Background: an optimization exercise with open tools, aiming at small area and a short achievable clock period. Do not read the settings as production practice. No functional check of the RTL was part of this run. Power figures rest on the tool's default switching activity, not on a simulated workload.

==> flow/design.v <==
`timescale 1ns / 1ps
module pipeline(
		input wire clk,
		input wire rst,
		output wire [6:0] imem_addr,
		input wire [31:0] imem_data,
		output wire [6:0] dmem_addr,
		output wire [31:0] dmem_wdata,
		output wire dmem_we,
		input wire [31:0] dmem_rdata,
		output wire [1023:0] registros
		);
	reg [6:0]  pc;
	reg [5:0]  ir_op;        
	reg [25:0] ir_lo;        
	wire [31:0] ir = {ir_op, ir_lo};
	reg        ena_id;       
	reg [31:0] a_ex;         
	reg [31:0] b_ex;         
	reg [31:0] d2_ex;        
	reg [4:0]  dst_ex;
	reg        rt0_ex;       
	reg        cin_ex;       
	reg        f_sum_ex, f_and_ex, f_or_ex, f_xor_ex, f_nor_ex, f_slt_ex;
	reg        mem_write_ex, reg_write_ex, mem_to_reg_ex;
	reg [6:0]  alu_m_lo;
	reg [31:7] alu_m_hi;
	wire [31:0] alu_m = {alu_m_hi, alu_m_lo};
	reg [31:0] d2_m;
	reg [4:0]  dst_m;
	reg        mem_write_m, reg_write_m, mem_to_reg_m;
	reg [31:0] wd_wb;
	reg [4:0]  dst_wb;
	reg        reg_write_wb;
	reg [1023:0] rf;
	assign registros = rf;
	wire [5:0] op = ir[31:26];
	wire [4:0] rs = ir[25:21];
	wire [4:0] rt = ir[20:16];
	wire [4:0] rd = ir[15:11];
	wire [3:0] ff = ir[3:0];
	wire stop = mem_to_reg_ex & ((rs[0] ~^ rt0_ex) | (rt[0] ~^ rt0_ex));
	wire g = ena_id & ~stop & (op != 6'b111111);
	wire is_load  = op[5] & ~op[4] & ~op[3];
	wire is_store = op[5] & ~op[4] &  op[3];
	wire is_i     = ~op[5] & ~op[4] & op[3];
	wire is_b     = ~op[5] & ~op[4] & ~op[3] & op[2] & ~op[1];
	wire is_r     = (op == 6'b000000);
	wire c_alu_src = is_load | is_store | is_i;
	wire c_aluop0  = is_b | is_i;
	wire c_aluop1  = is_r | is_i;
	wire c_aluop5  = op[3] & ~op[5];
	reg [2:0] oper;
	always @(*) begin
		if (c_aluop5) begin
			case (op[2:0])
				3'b010, 3'b011: oper = 3'b111;  
				3'b100:         oper = 3'b000;  
				3'b101:         oper = 3'b001;  
				3'b110:         oper = 3'b110;  
				default:        oper = 3'b010;  
			endcase
		end else begin
			oper[0] = (ff[0] | ff[3]) & c_aluop1;
			oper[1] = ~ff[2] | ~c_aluop1;
			oper[2] = (c_aluop1 & ff[1]) | c_aluop0;
		end
	end
	wire [2:0] oper_g = g ? oper : 3'b010;
	wire alu_src_g = g & c_alu_src;
	wire inv_g = (oper_g == 3'b110) | (oper_g == 3'b111);
	wire [31:0] rs_oh = 32'd1 << rs;
	wire [31:0] rt_oh = 32'd1 << rt;
	reg  [31:0] r1, r2;
	integer k;
	always @(*) begin
		r1 = 32'd0;
		r2 = 32'd0;
		for (k = 0; k < 32; k = k + 1) begin
			r1 = r1 | (rf[32*k +: 32] & {32{rs_oh[k]}});
			r2 = r2 | (rt_oh[k] ? rf[32*k +: 32] : 32'd0);
		end
	end
	wire [32:0] sum = {1'b0, a_ex} + {1'b0, b_ex} + {32'd0, cin_ex};
	wire [31:0] alu =
		  ({32{f_sum_ex}} & sum[31:0])
		| ({32{f_and_ex}} & (a_ex & b_ex))
		| ({32{f_or_ex}}  & (a_ex | b_ex))
		| ({32{f_xor_ex}} & (a_ex ^ b_ex))
		| ({32{f_nor_ex}} & ~(a_ex | b_ex))
		| {31'd0, f_slt_ex & sum[32]};
	wire xa = reg_write_ex & (rs == dst_ex);
	wire ya = reg_write_m  & (rs == dst_m);
	wire za = reg_write_wb & (rs == dst_wb);
	wire xb = reg_write_ex & (rt == dst_ex);
	wire yb = reg_write_m  & (rt == dst_m);
	wire zb = reg_write_wb & (rt == dst_wb);
	wire [31:0] d1 = xa ? alu : ya ? alu_m : za ? wd_wb : r1;
	wire [31:0] d2 = xb ? alu : yb ? alu_m : zb ? wd_wb : r2;
	wire eq = (d1 == d2);
	wire is_beq = (op == 6'b000100);
	wire is_bne = (op == 6'b000101);
	wire is_j   = (op == 6'b000010);
	wire taken = is_j | (is_beq & eq) | (is_bne & ~eq);
	wire [6:0] pc_inc = pc + 7'd1;
	wire [6:0] branch_pc = is_j ? ir[6:0] : pc_inc + ir[6:0];
	wire [31:0] sext = {{16{ir[15]}}, ir[15:0]};
	wire [31:0] b_sel = alu_src_g ? sext : d2;
	always @(posedge clk or posedge rst) begin
		if (rst) begin
			pc <= 7'd0;
			ir_op <= 6'd0;
			ena_id <= 1'b0;
			f_sum_ex <= 1'b0; f_and_ex <= 1'b0; f_or_ex <= 1'b0;
			f_xor_ex <= 1'b0; f_nor_ex <= 1'b0; f_slt_ex <= 1'b0;
			cin_ex <= 1'b0;
			mem_write_ex <= 1'b0; reg_write_ex <= 1'b0; mem_to_reg_ex <= 1'b0;
			d2_ex <= 32'd0;
			alu_m_lo <= 7'd0;
			d2_m <= 32'd0;
			mem_write_m <= 1'b0; reg_write_m <= 1'b0; mem_to_reg_m <= 1'b0;
			reg_write_wb <= 1'b0;
		end else begin
			if (!stop) begin
				pc <= taken ? branch_pc : pc_inc;
				ir_op <= taken ? 6'b111111 : imem_data[31:26];
				ena_id <= 1'b1;
			end
			f_sum_ex <= (oper_g == 3'b010) | (oper_g == 3'b110);
			f_and_ex <= (oper_g == 3'b000);
			f_or_ex  <= (oper_g == 3'b001);
			f_xor_ex <= (oper_g == 3'b100);
			f_nor_ex <= (oper_g == 3'b101);
			f_slt_ex <= (oper_g == 3'b111);
			cin_ex <= inv_g;
			mem_write_ex <= g & is_store;
			reg_write_ex <= g & (is_load | is_r | is_i);
			mem_to_reg_ex <= g & is_load;
			d2_ex <= d2;
			alu_m_lo <= alu[6:0];
			d2_m <= d2_ex;
			mem_write_m <= mem_write_ex;
			reg_write_m <= reg_write_ex;
			mem_to_reg_m <= mem_to_reg_ex;
			reg_write_wb <= reg_write_m;
		end
	end
	always @(posedge clk) begin
		if (!stop) begin
			ir_lo[25:16] <= taken ? 10'd0 : imem_data[25:16];
			ir_lo[15:0] <= imem_data[15:0];
		end
		a_ex <= d1;
		b_ex <= inv_g ? ~b_sel : b_sel;
		dst_ex <= is_r ? rd : rt;
		rt0_ex <= rt[0];
		alu_m_hi <= alu[31:7];
		dst_m <= dst_ex;
		wd_wb <= mem_to_reg_m ? dmem_rdata : alu_m;
		dst_wb <= dst_m;
	end
	wire [31:0] we_oh = ({31'd0, reg_write_wb} << dst_wb) | {32{rst}};
	wire [31:0] wdata = wd_wb & {32{~rst}};
	integer w;
	always @(posedge clk)
		for (w = 0; w < 32; w = w + 1)
			if (we_oh[w]) rf[32*w +: 32] <= wdata;
	assign imem_addr = pc;
	assign dmem_addr = alu_m[6:0];
	assign dmem_wdata = d2_m;
	assign dmem_we = mem_write_m;
endmodule
==> flow/run.sh <==
#!/bin/bash
# synth_recipe.tcl (not shown) runs the flow's synth.tcl, then flattens the netlist and writes it again
# the make line also repeats each setting of config.mk as NAME=value (left out here)
make -C /OpenROAD-flow-scripts/flow DESIGN_CONFIG=/design/flow/config.mk WORK_HOME=/design/flow/orfs CLKGATE_MAP_FILE= SYNTH_SCRIPT=/design/flow/synth_recipe.tcl finish
==> flow/config.mk <==
export PLATFORM = sky130hd
export DESIGN_NAME = pipeline
export DESIGN_NICKNAME = pipeline
export VERILOG_FILES = /design/flow/design.v
export SDC_FILE = /design/flow/constraint.sdc
export NUM_CORES = 4
export LEC_CHECK = 0
export CAP_MARGIN = 20
export CORE_MARGIN = 2
export CORE_UTILIZATION = 30
export SLEW_MARGIN = 20
==> flow/constraint.sdc <==
create_clock -name core_clock -period 9.0 [get_ports {clk}]
set_input_delay 1.8000 -clock core_clock [delete_from_list [all_inputs] [get_ports {clk}]]
set_output_delay 1.8000 -clock core_clock [all_outputs]
set_load 0.01 [all_outputs]
==> notes.md <==
==> power by group <==
part	leakage, nW	internal (W)	switching (W)
Combinational	13.3	0.00302	0.00524
Clock	2.42	0.00361	0.00279
Sequential	13.1	0.00820	0.00253
Total	28.8	0.0148	0.0106
==> layout by cell type, fill, tap and decap left out, types with 102 or more instances in the layout <==
cell type,Yosys,layout
sky130_fd_sc_hd__clkbuf_16,0,151
sky130_fd_sc_hd__a21oi_1,131,131
sky130_fd_sc_hd__edfxtp_1,1050,1050
sky130_fd_sc_hd__nand2_1,294,282
sky130_fd_sc_hd__clkdlybuf4s50_1,0,1135
sky130_fd_sc_hd__inv_1,117,116
sky130_fd_sc_hd__nand4_1,140,140
sky130_fd_sc_hd__a22oi_1,712,712
sky130_fd_sc_hd__and3_1,102,102
sky130_fd_sc_hd__dfxtp_1,137,137
sky130_fd_sc_hd__nor2_1,148,103
sky130_fd_sc_hd__a22o_1,106,106
sky130_fd_sc_hd__buf_4,51,220
==> layout make-up <==
class                           count  share of cell area (%)
Inverter                          118                   0.562
Clock buffer                      179                    4.97
Clock inverter                     89                    1.33
Timing Repair Buffer             1366                    16.6
Tap cell                         2624                    4.12
Antenna cell                       45                   0.141
Sequential cell                  1286                    46.1
Multi-Input combinational cell   2871                    26.2
==> state kept, by name, summed over array words and instances (netlist names), 5 cells and up <==
register,count
ir_op,6
wd_wb,32
dst_m,5
rf,1024
dst_ex,5
pc,7
d2_ex,32
alu_m_lo,7
b_ex,32
dst_wb,5
alu_m_hi,25
ir_lo,26
d2_m,32
a_ex,32
==> cell families after synthesis <==
kind of cell    count (synthesis)
compound gates               1447
flops                        1286
simple gates                 1120
buf+inv                       449
mux                           117
xor+xnor                      113
fa+ha+maj                      74
==> layer usage <==
layer / track usage, % / wire, um
met1: 53.9 / 162000
met2: 64.2 / 191000
met3: 24.9 / 77600
met4: 38.9 / 54300
met5: 1.76 / 604
==> critical path: cells and delay by family (launching register included) <==
family / cells / cell delay [ns]
mux: 1 / 0.36
flops: 1 / 0.63
xor+xnor: 1 / 0.18
compound gates: 6 / 2.12
simple gates: 8 / 4.21
buf+inv: 1 / 0.29
==> worst paths after layout <==
| check | slack, ns | endpoint | start | cells after the start |
|---|---|---|---|---|
| max | 1.0 | pc[2] | ir_lo[21] | 17 |
| min | 0.35 | d2_m[12] | d2_ex[12] | 0 |
| max reg2reg | 1.0 | pc[2] | ir_lo[21] | 17 |
| min reg2reg | 0.35 | d2_m[12] | d2_ex[12] | 0 |
| max in group asynchronous | 6.34 | pc[2] | rst | 4 |
| min in group asynchronous | 1.31 | d2_ex[23] | rst | 3 |
==> stage by stage <==
stage | std cells | setup WS (ns) | power (W)
finish | 8578 | 0.996 | 0.0254
CTS | 8529 | 1.49 | 0.0247
global placement | 8258 | 1.49 | 0.0184
floorplan | 4606 | 1.44 | 0.0125
global route | 8540 | 1.17 | 0.0256
detailed placement | 8261 | 1.52 | 0.0183
==> Implementation_results.wiki <==
{| class="wikitable"
! Metric !! Value
|-
| Class of the worst hold path || flop to flop
|-
| I/O Pins || 1,137
|-
| H-Tree Depth || 4
|-
| Distinct cell type count of the synthesized netlist || between 100 and 150
|-
| Mean Syn Cell Area || between 10 and 15 um2
|-
| Clock buffer depth || 3
|-
| Synth Instances || around 4,600
|-
| Starting utilization of the core area || between 30% and 40%
|-
| Die span in x || 447 um
|-
| Residual antenna-violating net count after detailed routing || 0
|-
| Number of search-and-repair iterations in the first detailed-routing pass || 13
|-
| IO Port Bufs || 1,136
|-
| Detailed placement HPWL || 353 mm
|-
| Worst Skew || 0.0688 ns
|-
| Synth async-reset ratio || 7.70%
|-
| Post-layout util || between 40 and 50%
|-
| Number of buffers added by the clock tree synthesis step || roughly 150
|-
| Number of synthesized flops with an enable pin || about 1,100
|-
| Cell area after placement || 74,500 um2
|-
| Multiplexer share of the synthesized area || 2.13%
|-
| CTS root buffer || sky130_fd_sc_hd__clkbuf_16
|-
| Data required time at the worst endpoint || 9.70 ns
|-
| Arr. time, crit path || 8.71 ns
|-
| Simple-gate share of the synthesized area || roughly 10%
|-
| Final setup violating endpoints || 0
|-
| Synthesis warning total || 1
|-
| Iter 0 DRT Violations || 13,900
|-
| Top cell types by occurrence after synthesis || sky130_fd_sc_hd__edfxtp_1 (1,050), sky130_fd_sc_hd__a22oi_1 (712), sky130_fd_sc_hd__nand2_1 (294)
|-
| Type of destination of the critical path || flop
|-
| Ratio of final minimum period to clock period || 88.9%
|-
| TritonCTS clock tree || done
|-
| Setup Buffers After CTS || 0
|-
| Post-synth top area share || 53.5%
|-
| Compound-gate portion of the synthesized area || between 10% and 20%
|-
| Synthesized Nets || 4,746
|-
| Post-Synthesis Cell Area || 58,900 um2
|-
| Worst-path clk slew || 0.06 ns
|-
| Clock latency on the worst-skew pair || approximately 0.88 ns
|-
| Via count of the first global-routing pass || around 55,000
|-
| Die area || 200,000 um2
|-
| Sink Count || 1,286
|-
| Cell-by-cell trace of the critical path || nand2b_1 -> nor2_4 -> buf_16 -> a32oi_1 -> nand4_1 -> nor4_1 -> a22oi_1 -> o21ai_0 -> nand2b_1 -> o211ai_1 -> or4_1 -> or4_4 -> nor4_4 -> xor2_2 -> a21oi_2 -> mux2_4 -> o22a_1
|-
| Ratio of cells with drive above 1 in the final layout || between 10% and 20%
|-
| Number of vias per cell || 7.17
|-
| Most used standard cell by instance count after synthesis || sky130_fd_sc_hd__edfxtp_1
|-
| Fillers || 18,200
|-
| Static leakage || 28.8 nW
|-
| Worst slew pin tran || 1.32 ns
|-
| Largest cells by area after synthesis || sky130_fd_sc_hd__edfxtp_1 (54%), sky130_fd_sc_hd__a22oi_1 (9.1%), sky130_fd_sc_hd__dfxtp_1 (4.7%), sky130_fd_sc_hd__dfrtp_1 (4.2%), sky130_fd_sc_hd__nand2_1 (1.9%)
|-
| Total wirelength of the detailed-routed design || 486 mm
|-
| Resized cells post-CTS || 0
|-
| Cell Rows || 162
|-
| Routed wire per std cell || 56.7 um
|-
| Fin Setup TNS || 0 ns
|-
| XOR/XNOR Fraction of Synth Area || 1.69%
|-
| Main combinational cell family by area after synthesis || compound AO/OA/AOI/OAI gates
|-
| Placeable core region || 195,000 um2
|-
| Maximum fanout count along the critical path || 14
|-
| Yosys reg bits || 1,286
|-
| Die Ht || 447 um
|-
| Cell taking the most area after synthesis || sky130_fd_sc_hd__edfxtp_1
|-
| Max VDD drop || 231 uV
|-
| GP Congestion || 1.09
|-
| Seq/Total Area, Yosys || 62.4%
|-
| Result of the run || complete, no violations
|-
| Antenna violations before repair || 60
|-
| Most used cell, CP || sky130_fd_sc_hd__nand2b_1
|-
| DRC viols || 0
|-
| CTS Hold Buffers Added || 0
|-
| Combined area of the multi-input logic cells || 20,900 um2
|-
| Unrepaired setup endpoints after global routing || false
|-
| Number of maximum-capacitance constraint violations || 0
|-
| Post-Layout Inst Area || around 80,000 um2
|-
| Final count of pins violating max slew || 0
|-
| Cell with the biggest individual delay on the critical path || sky130_fd_sc_hd__nor4_1
|-
| Most used DFF post-synth || sky130_fd_sc_hd__edfxtp_1
|-
| Highest attainable clock frequency || around 0.12 GHz
|-
| Final Hold Vio Count || 0
|-
| Vias post-DR || 61,500
|-
| Number of nets in the layout || 5,930
|-
| Worst slew slack as a fraction of its limit || 11.8%
|-
| Sequential Area || 36,800 um2
|-
| Area overhead of the layout relative to synthesis || 35.3%
|-
| Kind of start point of the critical path || flop
|-
| Pin count of the biggest net entering global routing || 61
|-
| Max incr delay on CP || 1.07 ns
|-
| Post-Route Hold Slack || 0.346 ns
|-
| Critical Setup Path Class || flop to flop
|-
| Power density over cell area || 319 nW/um2
|-
| Tot GR Track Use || between 40% and 50%
|-
| Adder-cell share of the synthesized area || 1.61%
|-
| Grt ovf || 0
|-
| First-pass GRT wire length || 609 mm
|-
| Final critical path time including I/O delays and setup || 8.00 ns
|}

-- re-timing with driven ports --
In the flow no input, the clock included, has a driving cell. The finished layout below was timed again as built, in two steps. Step 1, drivers: a clkbuf_16 drives clk and a buf_2 each remaining input, both assumed. Step 2 moves the port delays by t, midway between the first and last clock arrival at a register: inputs arrive t later, outputs are due t later. That takes back most of the time a late clock gives input paths. Slacks: ideal / step 1 / step 2; pairs: ideal / step 1.
t, ns: 0.955
slack for setup (ns): 0.996 / 0.996 / 0.996
worst slew at a driven data input, ns: 0.16
After both steps setup and hold are still met in this run. For this run, drivers alone change the setup slack by 0.000 ns; drivers and shift together by 0.000 ns.
